This design comes from an exercise in tuning for small area and a short achievable clock period on the open sky130 flow, not from production work. No run shown here included a check of the RTL's function; only the layout flow was run. Power is estimated from default activity; no workload was simulated.

==> flow/design.v (outline; a module is shown in full before it is edited, if it fits) <==
// module mac9: 4117 lines
// module fa_cell: 4 lines
// module ha_cell: 4 lines
// module sel3n: 3 lines
// module linebuffer_3x3: 47 lines
// module conv_top: 66 lines
module conv_top (
  input  logic               clk,
  input  logic               rstn,
  input  logic               valid_in,
  input  logic [7:0]         px_in,
  input  logic               kernel_wr,
  input  logic [3:0]         kernel_addr,
  input  logic signed [15:0] kernel_data,
  output logic               valid_out,
  output logic [7:0]         px_out
);
  // ...
==> flow/run.sh <==
#!/bin/bash
# synth_recipe.tcl (not shown) runs the flow's synth.tcl, then flattens the netlist and writes it again
# the make line also repeats each setting of config.mk as NAME=value (left out here)
make -C /OpenROAD-flow-scripts/flow DESIGN_CONFIG=/design/flow/config.mk WORK_HOME=/design/flow/orfs CLKGATE_MAP_FILE= SYNTH_SCRIPT=/design/flow/synth_recipe.tcl finish
==> flow/config.mk <==
export PLATFORM = sky130hd
export DESIGN_NAME = conv_top
export DESIGN_NICKNAME = conv_top
export VERILOG_FILES = /design/flow/design.v
export SDC_FILE = /design/flow/constraint.sdc
export NUM_CORES = 4
export LEC_CHECK = 0
export ABC_CLOCK_PERIOD_IN_PS = 2500
export CAP_MARGIN = 20
export CORE_MARGIN = 2
export CORE_UTILIZATION = 50
export PLACE_DENSITY = 0.65
export SETUP_SLACK_MARGIN = 5
export SLEW_MARGIN = 20
export SYNTH_HIERARCHICAL = 1
export SYNTH_MINIMUM_KEEP_SIZE = 0
==> flow/constraint.sdc <==
create_clock -name core_clock -period 8.0 [get_ports {clk}]
set_input_delay 1.6000 -clock core_clock [delete_from_list [all_inputs] [get_ports {clk}]]
set_output_delay 1.6000 -clock core_clock [all_outputs]
set_load 0.01 [all_outputs]
==> qor.csv, run 1 <==
stage,metric,value,unit
outcome,outcome,"complete, no violations",
finish,# clk buffers,204,
yosys,average cell area after synthesis,16.57,sq um
sta,Setup-failing EPs final,0,
sta,Peak Freq,301.2,MHz
yosys,Mapped Nets,5002,
global_route,GRT Resource Usage Total,28.60,%
yosys,#FFs+latches synth,1576,
power_and_ir_drop,Pwr per Cell Area,247.1,nW/um^2
power_and_ir_drop,Main power group,sequential cells,
clock_tree,CTS tree,yes,
yosys,area share of the largest cell type after synthesis,44.96,%
finish,multi-input combinational area share,34.39,%
finish,# fillers,10547,
route,met3 wire len,27.87,mm
power_and_ir_drop,Clock Power,7.68,mW
setup_path,Setup CP Type,reg2reg,
clock_tree,cts hold-fix bufs,0,
global_route,busiest grt layer,met2,
yosys,mux share of post-synthesis cell area,2.102,%
yosys,asr flop ratio synth,0,%
power_and_ir_drop,power share of the combinational group,16.3,%
sta,skew final,56.70,ps
sta,Final Max Tran Viols,0,
yosys,synth top area cells,"edfxtp_1, fa_1, dfxtp_1",
power_and_ir_drop,Clock Power Share,38.0,%
==> run 2, diff against run 1 <==
--- a/flow/design.v
+++ b/flow/design.v
@@ -2268,64 +2268,64 @@
   logic s2255;
   logic c2256;
   logic s2257;
   logic c2258;
   logic s2259;
   logic c2260;
   logic s2261;
   logic c2262;
-  logic s2263;
-  logic c2264;
-  logic s2265;
-  logic c2266;
-  logic s2267;
-  logic c2268;
-  logic s2269;
-  logic c2270;
-  logic s2271;
-  logic c2272;
-  logic s2273;
-  logic c2274;
-  logic s2275;
-  logic c2276;
-  logic s2277;
-  logic c2278;
-  logic s2279;
-  logic c2280;
-  logic s2281;
-  logic c2282;
-  logic s2283;
-  logic c2284;
-  logic s2285;
-  logic c2286;
-  logic s2287;
-  logic c2288;
-  logic s2289;
-  logic c2290;
-  logic s2291;
-  logic c2292;
-  logic s2293;
-  logic c2294;
-  logic s2295;
-  logic c2296;
-  logic s2297;
-  logic c2298;
-  logic s2299;
-  logic c2300;
-  logic s2301;
-  logic c2302;
-  logic s2303;
-  logic c2304;
-  logic s2305;
-  logic c2306;
-  logic s2307;
-  logic c2308;
-  logic s2309;
-  logic c2310;
+  logic r2263;
+  logic r2264;
+  logic r2265;
+  logic r2266;
+  logic r2267;
+  logic r2268;
+  logic r2269;
+  logic r2270;
+  logic r2271;
+  logic r2272;
+  logic r2273;
+  logic r2274;
+  logic r2275;
+  logic r2276;
+  logic r2277;
+  logic r2278;
+  logic r2279;
+  logic r2280;
+  logic r2281;
+  logic r2282;
+  logic r2283;
+  logic r2284;
+  logic r2285;
+  logic r2286;
+  logic r2287;
+  logic r2288;
+  logic r2289;
+  logic r2290;
+  logic r2291;
+  logic r2292;
+  logic r2293;
+  logic r2294;
+  logic r2295;
+  logic r2296;
+  logic r2297;
+  logic r2298;
+  logic r2299;
+  logic r2300;
+  logic r2301;
+  logic r2302;
+  logic r2303;
+  logic r2304;
+  logic r2305;
+  logic r2306;
+  logic r2307;
+  logic r2308;
+  logic r2309;
+  logic r2310;
   logic r2311;
   logic r2312;
   logic r2313;
   logic r2314;
   logic r2315;
   logic r2316;
   logic r2317;
   logic r2318;
@@ -2341,44 +2341,64 @@
   logic r2328;
   logic r2329;
   logic r2330;
   logic r2331;
   logic r2332;
   logic r2333;
   logic r2334;
   logic r2335;
-  logic r2336;
-  logic r2337;
-  logic r2338;
-  logic r2339;
-  logic r2340;
-  logic r2341;
-  logic r2342;
-  logic r2343;
-  logic r2344;
-  logic r2345;
-  logic r2346;
-  logic r2347;
-  logic r2348;
-  logic r2349;
-  logic r2350;
-  logic r2351;
-  logic r2352;
-  logic r2353;
-  logic r2354;
-  logic r2355;
-  logic r2356;
-  logic r2357;
-  logic r2358;
-  logic r2359;
-  logic r2360;
-  logic r2361;
-  logic r2362;
-  logic r2363;
+  logic s2336;
+  logic c2337;
+  logic s2338;
+  logic c2339;
+  logic s2340;
+  logic c2341;
+  logic s2342;
+  logic c2343;
+  logic s2344;
+  logic c2345;
+  logic s2346;
+  logic c2347;
+  logic s2348;
+  logic c2349;
+  logic s2350;
+  logic c2351;
+  logic s2352;
+  logic c2353;
+  logic s2354;
+  logic c2355;
+  logic s2356;
+  logic c2357;
+  logic s2358;
+  logic c2359;
+  logic s2360;
+  logic c2361;
+  logic s2362;
+  logic c2363;
+  logic s2364;
+  logic c2365;
+  logic s2366;
+  logic c2367;
+  logic s2368;
+  logic c2369;
+  logic s2370;
+  logic c2371;
+  logic s2372;
+  logic c2373;
+  logic s2374;
+  logic c2375;
+  logic s2376;
+  logic c2377;
+  logic s2378;
+  logic c2379;
+  logic s2380;
+  logic c2381;
+  logic s2382;
+  logic c2383;
   assign e1 = px0[0] & ~px1[0];
   assign e2 = ~px0[0] & px1[0];
   assign e3 = px0[0] & px1[0];
   sel3n up4 (.e0(e1), .a(k0[0]), .e1(e2), .b(k1[0]), .e2(e3), .c(ps01[0]), .y(p4));
   sel3n up5 (.e0(e1), .a(k0[1]), .e1(e2), .b(k1[1]), .e2(e3), .c(ps01[1]), .y(p5));
   sel3n up6 (.e0(e1), .a(k0[2]), .e1(e2), .b(k1[2]), .e2(e3), .c(ps01[2]), .y(p6));
   sel3n up7 (.e0(e1), .a(k0[3]), .e1(e2), .b(k1[3]), .e2(e3), .c(ps01[3]), .y(p7));
   sel3n up8 (.e0(e1), .a(k0[4]), .e1(e2), .b(k1[4]), .e2(e3), .c(ps01[4]), .y(p8));
@@ -3804,43 +3824,43 @@
   fa_cell us2247 (.a(c2188), .b(c2190), .c(s2191), .s(s2247), .co(c2248));
   fa_cell us2249 (.a(c2192), .b(c2194), .c(s2195), .s(s2249), .co(c2250));
   fa_cell us2251 (.a(c2196), .b(c2198), .c(s2199), .s(s2251), .co(c2252));
   fa_cell us2253 (.a(c2200), .b(c2202), .c(s2203), .s(s2253), .co(c2254));
   fa_cell us2255 (.a(c2204), .b(c2206), .c(s2207), .s(s2255), .co(c2256));
   fa_cell us2257 (.a(c2208), .b(c2210), .c(s2211), .s(s2257), .co(c2258));
   fa_cell us2259 (.a(c2212), .b(c2214), .c(s2215), .s(s2259), .co(c2260));
   ha_cell us2261 (.a(c2216), .b(r1948), .s(s2261), .co(c2262));
-  ha_cell us2263 (.a(r1740), .b(r1741), .s(s2263), .co(c2264));
-  fa_cell us2265 (.a(s2217), .b(r1745), .c(r1746), .s(s2265), .co(c2266));
-  assign s2267 = c2218 ^ s2219 ^ 1'b1;
-  assign c2268 = (c2218 & s2219) | (c2218 & 1'b1) | (s2219 & 1'b1);
-  fa_cell us2269 (.a(c2220), .b(s2221), .c(r1759), .s(s2269), .co(c2270));
-  fa_cell us2271 (.a(c2222), .b(s2223), .c(s2145), .s(s2271), .co(c2272));
-  fa_cell us2273 (.a(c2224), .b(s2225), .c(s2149), .s(s2273), .co(c2274));
-  fa_cell us2275 (.a(c2226), .b(s2227), .c(s2153), .s(s2275), .co(c2276));
-  fa_cell us2277 (.a(c2228), .b(s2229), .c(s2157), .s(s2277), .co(c2278));
-  fa_cell us2279 (.a(c2230), .b(s2231), .c(s2161), .s(s2279), .co(c2280));
-  fa_cell us2281 (.a(c2232), .b(s2233), .c(s2165), .s(s2281), .co(c2282));
-  fa_cell us2283 (.a(c2234), .b(s2235), .c(s2169), .s(s2283), .co(c2284));
-  fa_cell us2285 (.a(c2236), .b(s2237), .c(s2173), .s(s2285), .co(c2286));
-  fa_cell us2287 (.a(c2238), .b(s2239), .c(s2177), .s(s2287), .co(c2288));
-  fa_cell us2289 (.a(c2240), .b(s2241), .c(s2181), .s(s2289), .co(c2290));
-  fa_cell us2291 (.a(c2242), .b(s2243), .c(s2185), .s(s2291), .co(c2292));
-  fa_cell us2293 (.a(c2244), .b(s2245), .c(s2189), .s(s2293), .co(c2294));
-  fa_cell us2295 (.a(c2246), .b(s2247), .c(s2193), .s(s2295), .co(c2296));
-  fa_cell us2297 (.a(c2248), .b(s2249), .c(s2197), .s(s2297), .co(c2298));
-  fa_cell us2299 (.a(c2250), .b(s2251), .c(s2201), .s(s2299), .co(c2300));
-  fa_cell us2301 (.a(c2252), .b(s2253), .c(s2205), .s(s2301), .co(c2302));
-  fa_cell us2303 (.a(c2254), .b(s2255), .c(s2209), .s(s2303), .co(c2304));
-  fa_cell us2305 (.a(c2256), .b(s2257), .c(s2213), .s(s2305), .co(c2306));
-  assign s2307 = c2258 ^ s2259 ^ 1'b1;
-  assign c2308 = (c2258 & s2259) | (c2258 & 1'b1) | (s2259 & 1'b1);
-  assign s2309 = c2260 ^ s2261 ^ 1'b1;
-  assign c2310 = (c2260 & s2261) | (c2260 & 1'b1) | (s2261 & 1'b1);
+  ha_cell us2336 (.a(r2266), .b(r2267), .s(s2336), .co(c2337));
+  fa_cell us2338 (.a(r2269), .b(r2270), .c(r2271), .s(s2338), .co(c2339));
+  assign s2340 = r2272 ^ r2273 ^ 1'b1;
+  assign c2341 = (r2272 & r2273) | (r2272 & 1'b1) | (r2273 & 1'b1);
+  fa_cell us2342 (.a(r2274), .b(r2275), .c(r2276), .s(s2342), .co(c2343));
+  fa_cell us2344 (.a(r2277), .b(r2278), .c(r2279), .s(s2344), .co(c2345));
+  fa_cell us2346 (.a(r2280), .b(r2281), .c(r2282), .s(s2346), .co(c2347));
+  fa_cell us2348 (.a(r2283), .b(r2284), .c(r2285), .s(s2348), .co(c2349));
+  fa_cell us2350 (.a(r2286), .b(r2287), .c(r2288), .s(s2350), .co(c2351));
+  fa_cell us2352 (.a(r2289), .b(r2290), .c(r2291), .s(s2352), .co(c2353));
+  fa_cell us2354 (.a(r2292), .b(r2293), .c(r2294), .s(s2354), .co(c2355));
+  fa_cell us2356 (.a(r2295), .b(r2296), .c(r2297), .s(s2356), .co(c2357));
+  fa_cell us2358 (.a(r2298), .b(r2299), .c(r2300), .s(s2358), .co(c2359));
+  fa_cell us2360 (.a(r2301), .b(r2302), .c(r2303), .s(s2360), .co(c2361));
+  fa_cell us2362 (.a(r2304), .b(r2305), .c(r2306), .s(s2362), .co(c2363));
+  fa_cell us2364 (.a(r2307), .b(r2308), .c(r2309), .s(s2364), .co(c2365));
+  fa_cell us2366 (.a(r2310), .b(r2311), .c(r2312), .s(s2366), .co(c2367));
+  fa_cell us2368 (.a(r2313), .b(r2314), .c(r2315), .s(s2368), .co(c2369));
+  fa_cell us2370 (.a(r2316), .b(r2317), .c(r2318), .s(s2370), .co(c2371));
+  fa_cell us2372 (.a(r2319), .b(r2320), .c(r2321), .s(s2372), .co(c2373));
+  fa_cell us2374 (.a(r2322), .b(r2323), .c(r2324), .s(s2374), .co(c2375));
+  fa_cell us2376 (.a(r2325), .b(r2326), .c(r2327), .s(s2376), .co(c2377));
+  fa_cell us2378 (.a(r2328), .b(r2329), .c(r2330), .s(s2378), .co(c2379));
+  assign s2380 = r2331 ^ r2332 ^ 1'b1;
+  assign c2381 = (r2331 & r2332) | (r2331 & 1'b1) | (r2332 & 1'b1);
+  assign s2382 = r2333 ^ r2334 ^ 1'b1;
+  assign c2383 = (r2333 & r2334) | (r2333 & 1'b1) | (r2334 & 1'b1);
   always_ff @(posedge clk) begin
     r1737 <= s801;
     r1738 <= s803;
     r1739 <= s1539;
     r1740 <= c1540;
     r1741 <= s1541;
     r1742 <= s1543;
     r1743 <= c1542;
@@ -4044,81 +4064,116 @@
     r1941 <= s1237;
     r1942 <= c1730;
     r1943 <= c1732;
     r1944 <= s1733;
     r1945 <= s1537;
     r1946 <= c1734;
     r1947 <= s1735;
     r1948 <= c1736;
-    r2311 <= r1737;
-    r2312 <= r1739;
-    r2313 <= s2263;
-    r2314 <= c2264;
-    r2315 <= c2266;
-    r2316 <= c2268;
-    r2317 <= c2270;
-    r2318 <= c2272;
-    r2319 <= c2274;
-    r2320 <= c2276;
-    r2321 <= c2278;
-    r2322 <= c2280;
-    r2323 <= c2282;
-    r2324 <= c2284;
-    r2325 <= c2286;
-    r2326 <= c2288;
-    r2327 <= c2290;
-    r2328 <= c2292;
-    r2329 <= c2294;
-    r2330 <= c2296;
-    r2331 <= c2298;
-    r2332 <= c2300;
-    r2333 <= c2302;
-    r2334 <= c2304;
-    r2335 <= c2306;
-    r2336 <= c2308;
-    r2337 <= c2310;
-    r2338 <= r1738;
-    r2339 <= r1742;
-    r2340 <= s2265;
-    r2341 <= s2267;
-    r2342 <= s2269;
-    r2343 <= s2271;
-    r2344 <= s2273;
-    r2345 <= s2275;
-    r2346 <= s2277;
-    r2347 <= s2279;
-    r2348 <= s2281;
-    r2349 <= s2283;
-    r2350 <= s2285;
-    r2351 <= s2287;
-    r2352 <= s2289;
-    r2353 <= s2291;
-    r2354 <= s2293;
-    r2355 <= s2295;
-    r2356 <= s2297;
-    r2357 <= s2299;
-    r2358 <= s2301;
-    r2359 <= s2303;
-    r2360 <= s2305;
-    r2361 <= s2307;
-    r2362 <= s2309;
-    r2363 <= c2262;
+    r2263 <= r1737;
+    r2264 <= r1738;
+    r2265 <= r1739;
+    r2266 <= r1740;
+    r2267 <= r1741;
+    r2268 <= r1742;
+    r2269 <= s2217;
+    r2270 <= r1745;
+    r2271 <= r1746;
+    r2272 <= c2218;
+    r2273 <= s2219;
+    r2274 <= c2220;
+    r2275 <= s2221;
+    r2276 <= r1759;
+    r2277 <= c2222;
+    r2278 <= s2223;
+    r2279 <= s2145;
+    r2280 <= c2224;
+    r2281 <= s2225;
+    r2282 <= s2149;
+    r2283 <= c2226;
+    r2284 <= s2227;
+    r2285 <= s2153;
+    r2286 <= c2228;
+    r2287 <= s2229;
+    r2288 <= s2157;
+    r2289 <= c2230;
+    r2290 <= s2231;
+    r2291 <= s2161;
+    r2292 <= c2232;
+    r2293 <= s2233;
+    r2294 <= s2165;
+    r2295 <= c2234;
+    r2296 <= s2235;
+    r2297 <= s2169;
+    r2298 <= c2236;
+    r2299 <= s2237;
+    r2300 <= s2173;
+    r2301 <= c2238;
+    r2302 <= s2239;
+    r2303 <= s2177;
+    r2304 <= c2240;
+    r2305 <= s2241;
+    r2306 <= s2181;
+    r2307 <= c2242;
+    r2308 <= s2243;
+    r2309 <= s2185;
+    r2310 <= c2244;
+    r2311 <= s2245;
+    r2312 <= s2189;
+    r2313 <= c2246;
+    r2314 <= s2247;
+    r2315 <= s2193;
+    r2316 <= c2248;
+    r2317 <= s2249;
+    r2318 <= s2197;
+    r2319 <= c2250;
+    r2320 <= s2251;
+    r2321 <= s2201;
+    r2322 <= c2252;
+    r2323 <= s2253;
+    r2324 <= s2205;
+    r2325 <= c2254;
+    r2326 <= s2255;
+    r2327 <= s2209;
+    r2328 <= c2256;
+    r2329 <= s2257;
+    r2330 <= s2213;
+    r2331 <= c2258;
+    r2332 <= s2259;
+    r2333 <= c2260;
+    r2334 <= s2261;
+    r2335 <= c2262;
   end
   logic [27:0] ra, rb, t, m;
-  assign ra = {1'b1, r2337, r2336, r2335, r2334, r2333, r2332, r2331, r2330, r2329, r2328, r2327, r2326, r2325, r2324, r2323, r2322, r2321, r2320, r2319, r2318, r2317, r2316, r2315, r2314, r2313, r2312, r2311};
-  assign rb = {1'b0, r2363, r2362, r2361, r2360, r2359, r2358, r2357, r2356, r2355, r2354, r2353, r2352, r2351, r2350, r2349, r2348, r2347, r2346, r2345, r2344, r2343, r2342, r2341, r2340, r2339, 1'b0, r2338};
-  assign t = ra + rb;
-  logic neg, sat;
-  logic [10:0] a;
-  assign neg = t[27];
-  assign m = t ^ {28{neg}};
-  assign a = {1'b0, m[9:0]} + {10'd0, neg};    
-  assign sat = (|m[26:10]) | (a >= 11'd1020);
-  assign r = sat ? 8'hff : a[9:2];
+  assign ra = {1'b1, c2383, c2381, c2379, c2377, c2375, c2373, c2371, c2369, c2367, c2365, c2363, c2361, c2359, c2357, c2355, c2353, c2351, c2349, c2347, c2345, c2343, c2341, c2339, c2337, s2336, r2265, r2263};
+  assign rb = {1'b0, r2335, s2382, s2380, s2378, s2376, s2374, s2372, s2370, s2368, s2366, s2364, s2362, s2360, s2358, s2356, s2354, s2352, s2350, s2348, s2346, s2344, s2342, s2340, s2338, r2268, 1'b0, r2264};
+  logic [10:0] lo;
+  logic [17:0] ux, uo, un;
+  logic zr, onr, isz, iso;
+  logic [9:0] nl;
+  logic [10:0] np1;
+  assign lo  = {1'b0, ra[9:0]} + {1'b0, rb[9:0]};
+  assign ux  = ra[27:10] ^ rb[27:10];
+  assign uo  = ra[26:10] | rb[26:10];
+  assign un  = ra[26:10] & rb[26:10];
+  assign zr  = &(~(ux[17:1] ^ uo[16:0]));
+  assign onr = &(ux[17:1] ^ un[16:0]);
+  assign isz = zr & (ux[0] == lo[10]);     
+  assign iso = onr & (ux[0] != lo[10]);    
+  assign nl  = ~lo[9:0];                   
+  assign np1 = {1'b0, nl} + 11'd1;
+  always_comb begin
+    if (isz)
+      r = (lo[9:0] >= 10'd1020) ? 8'hff : lo[9:2];
+    else if (iso)
+      r = (nl >= 10'd1019) ? 8'hff : np1[9:2];
+    else
+      r = 8'hff;
+  end
 endmodule
 module fa_cell (input logic a, b, c, output logic s, co);
   assign s  = a ^ b ^ c;
   assign co = (a & b) | (a & c) | (b & c);
 endmodule
 module ha_cell (input logic a, b, output logic s, co);
   assign s  = a ^ b;
   assign co = a & b;
==> flow/config.mk (replaced) <==
export PLATFORM = sky130hd
export DESIGN_NAME = conv_top
export DESIGN_NICKNAME = conv_top
export VERILOG_FILES = /design/flow/design.v
export SDC_FILE = /design/flow/constraint.sdc
export NUM_CORES = 4
export LEC_CHECK = 0
export ABC_CLOCK_PERIOD_IN_PS = 2500
export CAP_MARGIN = 20
export CORE_MARGIN = 2
export CORE_UTILIZATION = 40
export CTS_CLUSTER_SIZE = 24
export PLACE_DENSITY = 0.6
export SETUP_SLACK_MARGIN = 5
export SLEW_MARGIN = 20
export SYNTH_HIERARCHICAL = 1
export SYNTH_MINIMUM_KEEP_SIZE = 0
==> qor.csv, run 2 <==
stage,metric,value,unit,change
sta,unrepaired setup endpoints after global routing,yes,,unchanged
yosys,Yosys Warn Count,11,,unchanged
power_and_ir_drop,maximum VDD drop,205.8,uV,was 208.4 uV
setup_path,Worst Setup SP,lb.chain[12],,was lb.chain[1036]
finish,Largest register FFs,1048,,unchanged
global_route,initial antenna violation count,7,,was 10
clock_tree,worst-skew pair later-pin latency,840,ps,was 810 ps
sta,final period utilization,43.39,%,was 41.50%
power_and_ir_drop,static leakage,26.54,nW,was 26.34 nW
finish,"most common cell after layout, fill and taps aside",edfxtp_1,,unchanged
yosys,sequential area share after synthesis,60.49,%,was 60.07%
clock_tree,Num CTS Buffers,166,,was 160
sta,Peak Freq,288.1,MHz,was 301.2 MHz
route,vias per cell,5.926,,was 6.469
global_route,met1 Track Usage GR,30.92,%,was 38.03%
route,post-DR wirelength/cell,30.38,microns,was 31.70 microns
clock_tree,Clock H-tree levels,4,,unchanged
placed_design,port bufs,40,,unchanged
placed_design,hpwl dp,151.1,mm,was 144.9 mm
global_route,GR Util met2,34.48,%,was 40.86%
global_route,met3 Usage GRT,7.346,%,was 10.47%
sta,Worst-Margin Slew,1178,ps,was 1118 ps
floorplanning,Core Region,174000,sq um,"was 139,200 sq um"
finish,post-route insts no fill,6995,,"was 6,593"
floorplanning,# IOs,41,,unchanged
min_path,min-delay src,mac.r1740,,was mac.r1739
floorplanning,die footprint,178800,sq um,"was 143,000 sq um"
yosys,most frequent cell after synthesis,edfxtp_1,,unchanged
clock_tree,CTS tree,yes,,unchanged
setup_path,Critical Path RT,8680,ps,was 8640 ps
setup_path,reg2reg setup slack,4530,ps,was 4680 ps
route,Total Wirelength,212.5,mm,was 209.0 mm
setup_path,worst-path maximum fanout,4,,was 5
sta,Final Max Tran Viols,0,,unchanged
yosys,main combinational cell family by area after synthesis,adder cells,,unchanged
route,drt drc,0,,unchanged
finish,# fillers,14718,,"was 10,547"
placed_design,RePlAce Congestion,1.009,,was 1.031
sta,skew final,72.15,ps,was 56.70 ps
finish,final net count,5320,,"was 5,357"
global_route,global route overflow,0,,unchanged
finish,top flop regs,"lb.chain x1048, kernel x144",,unchanged
sta,final hold violation count,0,,unchanged
setup_path,Setup CP Type,reg2reg,,unchanged
sta,Final Critical Period,3471,ps,was 3320 ps
global_route,first-pass GRT wire length,300.8,mm,was 292.5 mm
finish,layout cells sized above 1,18.92,%,was 20.93%
finish,most frequent cells in the layout,"edfxtp_1, a222oi_1, dfxtp_1, fa_1, fa_2",,unchanged
yosys,Synth area leader,edfxtp_1,,unchanged
placed_design,dpl ws,4429,ps,was 4181 ps
sta,Final WS setup,4529,ps,was 4680 ps
clock_tree,clock root buffer,clkbuf_16,,unchanged
clock_tree,"Reg clk slew, reported paths",60,ps,was 70 ps
sta,Setup-failing EPs final,0,,unchanged
yosys,#FFs+latches synth,1596,,"was 1,576"
setup_path,CP Launch Type,flop,,unchanged
yosys,synth top area cells,"edfxtp_1, fa_1, dfxtp_1",,unchanged
yosys,Post-synth EDFFs,1048,,unchanged
setup_path,Critical Path Sink Type,flop,,unchanged
yosys,xor/xnor share of the synthesized area,1.086,%,was 1.076%
setup_path,Reg2Reg Depth,6,,unchanged
setup_path,worst setup path endpoint,mac.r1751,,unchanged
finish,area grow syn2layout,17.04,%,was 17.05%
clock_tree,clock sink count,1596,,"was 1,576"
outcome,outcome,"complete, no violations",,unchanged
yosys,mux share of post-synthesis cell area,2.097,%,was 2.102%
yosys,most frequent cells after synthesis,"edfxtp_1, fa_1, dfxtp_1",,"was edfxtp_1, fa_1, a222oi_1"
setup_path,"Data arrival, critical path",4150,ps,was 3960 ps
setup_path,R2R Path Start,lb.chain[12],,was lb.chain[1036]
route,Via Count,41450,,"was 42,648"
yosys,synthesized instance count,4176,,"was 4,223"
yosys,Synth Area in Adders,20.27,%,was 20.04%
route,drt initial violations,8694,,"was 9,221"
global_route,largest net degree at the start of global routing,189,,was 203
floorplanning,row count,153,,was 137
clock_tree,cts hold-fix bufs,0,,unchanged
global_route,GRT Resource Usage Total,23.35,%,was 28.60%
setup_path,RR Endpoint,mac.r1751,,unchanged
yosys,ys flop type,edfxtp_1,,unchanged
flow_run,max-cap check violation count,0,,unchanged
clock_tree,CTS max path bufs,3,,unchanged
yosys,Unique masters post-synth,79,,was 82
global_route,busiest grt layer,met2,,unchanged
floorplanning,Die Wd,422.8,microns,was 378.1 microns
min_path,HP Class,reg2reg,,unchanged
floorplanning,Die Y,422.8,microns,was 378.1 microns
route,Routed Antenna Nets,0,,unchanged
yosys,Compound-Gate Fraction of Synth Area,9.444,%,was 9.746%
finish,Largest Register,lb.chain,,unchanged
yosys,post-synthesis simple-gate area fraction,4.619,%,was 5.041%
yosys,asr flop ratio synth,0,%,unchanged
global_route,vias in the first global route,41633,,"was 41,747"
yosys,area share of the largest cell type after synthesis,44.85,%,was 44.96%
placed_design,placed insts,6479,,"was 6,063"
yosys,average cell area after synthesis,16.80,sq um,was 16.57 sq um
yosys,Syn Std Cell Area,70160,sq um,"was 69,990 sq um"
sta,normalized max-slew margin,21.46,%,was 25.49%
power_and_ir_drop,Pwr per Cell Area,236.3,nW/um^2,was 247.1 nW/um^2
route,DRT Pass-1 Iters,17,,was 20
finish,post-layout util,47.19,%,was 58.86%
floorplanning,initial core utilization,40.32,%,was 50.28%
yosys,Mapped Nets,4971,,"was 5,002"
-- run 2: worst min path at each step --
stage                     slack [ps]  cells after the start   endpoint
after floorplan                  310                      0  mac.r2263
after global placement           320                      0  mac.r2265
after detailed placement         320                      0  mac.r2276
after CTS                        330                      0  mac.r2276
after global routing             340                      0  mac.r2264
final                            330                      0  mac.r2266
-- run 2: routing by layer --
layer  up-vias  part of all wire (%)
met2      2374                    43
met1     21332                    40
li1      17089                     -
met3       647                    11
met5         -                 0.021
met4         8                   6.5
-- run 2: final cells by class --
type,instances,area (sq um),share of cell area [%]
clock buffers,206,4461,5.432
well taps,2325,2909,3.542
multi-input cells,2302,27390,33.35
diodes,4,10.01,0.01219
flip-flops and latches,1596,42480,51.73
inverters,140,525.5,0.6399
clock inverters,103,1127,1.373
repair buffers,319,3221,3.922
-- run 2: cells by family (layout without fill, tap and decap cells) --
group	count (synthesis)	after routing
multiplexers	147	147
AO/OA/AOI/OAI	720	720
buffers and inverters	282	768
flip-flops	1596	1596
adder cells (fa/ha/maj)	763	763
AND/OR/NAND/NOR	581	585
other	0	4
XOR/XNOR	87	87
-- run 2: timing repair --
action	in CTS	in global routing
resized for setup	339	180
pin swaps	269	188
buffers inserted	131	61
endpoints found under the setup margin	221	268
cloned	7	4
-- run 2: power by group --
group	internal, mW	leakage [nW]	total [mW]	switching, mW
registers	9.15	14.3	9.35	0.196
logic	0.916	9.52	2.25	1.34
clock network	4.42	2.72	7.80	3.37
total	14.5	26.5	19.4	4.91
-- run 2: worst max-delay path, stage by stage (launching register included) --
cell      delay, ps
edfxtp_1        430
and2_4          200
buf_12          140
a222oi_1        770
fa_2            730
fa_2            610
fa_2            430
-- run 2: through the flow --
stage               area, sq um  total power, mW  hold WS [ps]  TNS [ps]
global route              82110            20.19         337.6         0
finish                    82120            19.40         330.1         0
CTS                       80980            19.53         334.3         0
detailed placement        73320            11.46         316.8         0
floorplan                 70170            10.79         309.6     -6203
global placement          73290            11.43         315.1         0
-- run 2: modules after synthesis, one instance, submodules excluded --
| module | flops+latches | copies in the design | cells | cell area, sq um |
|---|---|---|---|---|
| conv_top | 177 | 1 | 544 | 6374 |
| ha_cell | 0 | 17 | 1 | 12.51 |
| sel3n | 0 | 544 | 1 | 10.01 |
| fa_cell | 0 | 619 | 1 | 20.02 |
| mac9 | 353 | 1 | 1279 | 13140 |
| linebuffer_3x3 | 1066 | 1 | 1173 | 32600 |

==> separate check: timing with driven ports <==
The flow's constraints put no driver on any port. The routed layouts listed below were extracted and timed again, unchanged, in two steps. Step 1 (the two cells are an assumption about what drives the block):
set clk [get_ports {clk}]
set_driving_cell -lib_cell sky130_fd_sc_hd__clkbuf_16 $clk
set_driving_cell -lib_cell sky130_fd_sc_hd__buf_2 [delete_from_list [all_inputs] $clk]
Step 2 times the ports against the registers' clock, not the clock port: input delays grow and output delays shrink by t, the midpoint of the rising clock arrivals with the driver on. Slacks: ideal / step 1 / step 2; pairs: ideal / step 1.
| run | shift t [ns] | setup WS [ns] | hold slack, ns | worst setup path after step 2 | cell pins on the clock port's net |
|---|---|---|---|---|---|
| run 1 | 0.856 | 4.680 / 4.680 / 4.680 | 0.326 / 0.326 / 0.326 | register to register | 1 |
| run 2 | 0.886 | 4.529 / 4.529 / 4.529 | 0.330 / 0.330 / 0.330 | register to register | 1 |
After both steps every run listed still meets setup and hold.
